Context: an optimization exercise on an open-source flow, tuned for small area and a short achievable clock period. The choices shown serve that exercise and are no tape-out recipe.
The RTL was checked by simulation tests, not by an equivalence proof against the original design.
No driver is modelled on the clock port, so clocking that relies on it looks cheaper here than on a real chip.

## wip/yarrow
Design MultiTop, start of the top module:
module MultiTop(
    input             clk,
    input      [31:0] a,
    input      [31:0] b,
    output reg [31:0] prod
);
    reg  [31:0] a_q;
    reg  [31:0] b_q;
    wire [31:0] p;
    Multi multi(
        .a(a_q),
        .b(b_q),
        .prod(p)
    );
    always @(posedge clk) begin
        a_q  <= a;
        b_q  <= b;
        prod <= p;
    end
endmodule
For scale: about 1100 cells after synthesis, roughly 97 I/O pins, ~12000 µm² of cells after synthesis.
Settings: LEC_CHECK=0, CAP_MARGIN=20, CORE_MARGIN=2, CORE_UTILIZATION=45, SLEW_MARGIN=75, SYNTH_HIERARCHICAL=1, SYNTH_MINIMUM_KEEP_SIZE=0; clock period 17.0 ns.
standard.sh (not shown) runs the stock make flow with config.mk's settings and CLKGATE_MAP_FILE= SYNTH_SCRIPT=/design/flow/synth_recipe.tcl, a recipe that flattens the netlist after the stock synthesis.
==> flow/flow/run.sh <==
#!/bin/bash
# The standard layout (the standard.sh, standard synthesis included), except that the
# buffers buffer_ports puts on every input and output port are buf_1 cells rather than the
# clkdlybuf4s50_1 delay cells it picks by default. The make output goes to standard.log;
# ORFS keeps each step's own log under orfs/logs/.
set -euo pipefail
bash standard.sh BUFFER_PORTS_ARGS="-buffer_cell sky130_fd_sc_hd__buf_1" finish > standard.log 2>&1
wip/yarrow | status: complete | timing, DRC, antenna: pass
## Diff of input files: wip/delta against wip/yarrow
--- a/flow/config.mk
+++ b/flow/config.mk
@@ -8,6 +8,6 @@
 export CAP_MARGIN = 20
 export CORE_MARGIN = 2
-export CORE_UTILIZATION = 45
-export SLEW_MARGIN = 75
+export CORE_UTILIZATION = 40
+export SLEW_MARGIN = 77
 export SYNTH_HIERARCHICAL = 1
 export SYNTH_MINIMUM_KEEP_SIZE = 0
Findings:
- wip/delta: full flow OK, the timing, design-rule and antenna checks passed
- Of wip/yarrow and wip/delta, the lower shortest clock period the worst path allows after layout belongs to wip/delta.
### wip/delta -> wip/tundra
==> flow/flow/run.sh <==
#!/bin/bash
set -euo pipefail
SKEW_CELLS="sky130_fd_sc_hd__clkdlybuf4s18_1" \
  bash standard.sh BUFFER_PORTS_ARGS="-buffer_cell sky130_fd_sc_hd__buf_1" PRE_CTS_TCL="$(pwd)/flow/skew.tcl" CTS_ARGS="-sink_clustering_enable -repair_clock_nets -delay_buffer_derate 0 -no_insertion_delay" finish > standard.log 2>&1
==> flow/flow/skew.tcl (new file) <==
set block [ord::get_db_block]
set db [ord::get_db]
set clk [$block findNet clk]
set cells [split $::env(SKEW_CELLS) ","]
set flops {}
set sx 0.0
set sy 0.0
foreach i [$block getInsts] {
  if {[string match "prod*" [$i getName]] && [string match "sky130_fd_sc_hd__df*" [[$i getMaster] getName]]} {
    lappend flops $i
    set bb [$i getBBox]
    set sx [expr {$sx + [$bb xMin]}]
    set sy [expr {$sy + [$bb yMin]}]
  }
}
set nf [llength $flops]
puts "skew: $nf product registers"
if {$nf != 32} { error "skew: expected 32 product registers, found $nf" }
set cx [expr {int($sx / $nf)}]
set cy [expr {int($sy / $nf)}]
set prev $clk
set k 0
foreach c $cells {
  set m [$db findMaster $c]
  if {$m eq "NULL" || $m eq ""} { error "skew: no master $c" }
  set inst [odb::dbInst_create $block $m skew_dly_$k]
  set net [odb::dbNet_create $block clk_prod_$k]
  $net setSigType CLOCK
  [$inst findITerm A] connect $prev
  [$inst findITerm X] connect $net
  $inst setLocation $cx $cy
  $inst setPlacementStatus PLACED
  set prev $net
  incr k
}
foreach i $flops {
  set it [$i findITerm CLK]
  $it disconnect
  $it connect $prev
}
puts "skew: product registers now clocked from [$prev getName] through $k cells"
detailed_placement
--- a/flow/config.mk
+++ b/flow/config.mk
@@ -9,5 +9,5 @@
 export CORE_MARGIN = 2
 export CORE_UTILIZATION = 40
-export SLEW_MARGIN = 77
+export SLEW_MARGIN = 72
 export SYNTH_HIERARCHICAL = 1
 export SYNTH_MINIMUM_KEEP_SIZE = 0
Notes after the runs:
wip/tundra: wire length of the first global-routing pass about 0.7% above wip/delta
Reported for wip/tundra and wip/delta, area after synthesis turned out identical to the last digit.
wip/tundra reports its end point of the critical path as prod[0] while wip/delta reports prod[31]$_DFF_P_.
The signed area change from the synthesized netlist to the final layout number comes out lower for wip/tundra vs wip/delta.
Delay of the slowest critical-path stage (wip/tundra over wip/delta): decrease, 0.20 ns
The following lists how wip/onyx was set up differently from wip/tundra:
==> flow/flow/run.sh <==
#!/bin/bash
# The standard layout (the standard.sh, standard synthesis included), except that the
# buffers buffer_ports puts on every input and output port are buf_1 cells rather than the
# clkdlybuf4s50_1 delay cells it picks by default. The make output goes to standard.log;
# ORFS keeps each step's own log under orfs/logs/.
set -euo pipefail
bash standard.sh BUFFER_PORTS_ARGS="-buffer_cell sky130_fd_sc_hd__buf_1" finish > standard.log 2>&1
--- a/flow/config.mk
+++ b/flow/config.mk
@@ -9,5 +9,5 @@
 export CORE_MARGIN = 2
 export CORE_UTILIZATION = 40
-export SLEW_MARGIN = 72
+export SLEW_MARGIN = 75
 export SYNTH_HIERARCHICAL = 1
 export SYNTH_MINIMUM_KEEP_SIZE = 0
removed: flow/flow/skew.tcl
- Going from wip/tundra to wip/onyx, minimum period implied by the final worst setup slack climbed 0.59 ns; die area now sits at about the same level.
- Going from wip/tundra to wip/onyx, the number of placed instances, taps included was found to have gone up by about 0.37%.

## static timing again, ports no longer ideal
How much do the figures lean on ideal ports? The routed layouts below were timed once more, with nothing changed but the port constraints. Step 1 sets driving cells, clkbuf_16 on the clock port and buf_2 on the other inputs (assumed; they add their load-dependent delay and slew). Step 2, shift: input delay + t, output delay - t, t = (earliest + latest rising clock arrival at the registers) / 2. This alone moves slack from input paths to output paths. Slacks: ideal ports / drivers / drivers and shift; pairs: ideal ports / drivers.
| run | shift t [ns] | setup slack, ns | worst setup path after step 2 | clock arrival spread, ns |
|---|---|---|---|---|
| wip/yarrow | 0.416 | 11.531 / 11.531 / 11.531 | register to register | 0.014 / 0.014 |
| wip/delta | 0.433 | 11.581 / 11.581 / 11.581 | register to register | 0.014 / 0.014 |
| wip/tundra | 0.713 | 12.149 / 12.099 / 12.150 | register to register | 0.639 / 0.639 |
| wip/onyx | 0.419 | 11.560 / 11.560 / 11.560 | register to register | 0.009 / 0.009 |
In wip/tundra the clock reaches the registers at very different times; t lies between them, and the last value is a rough guide only.
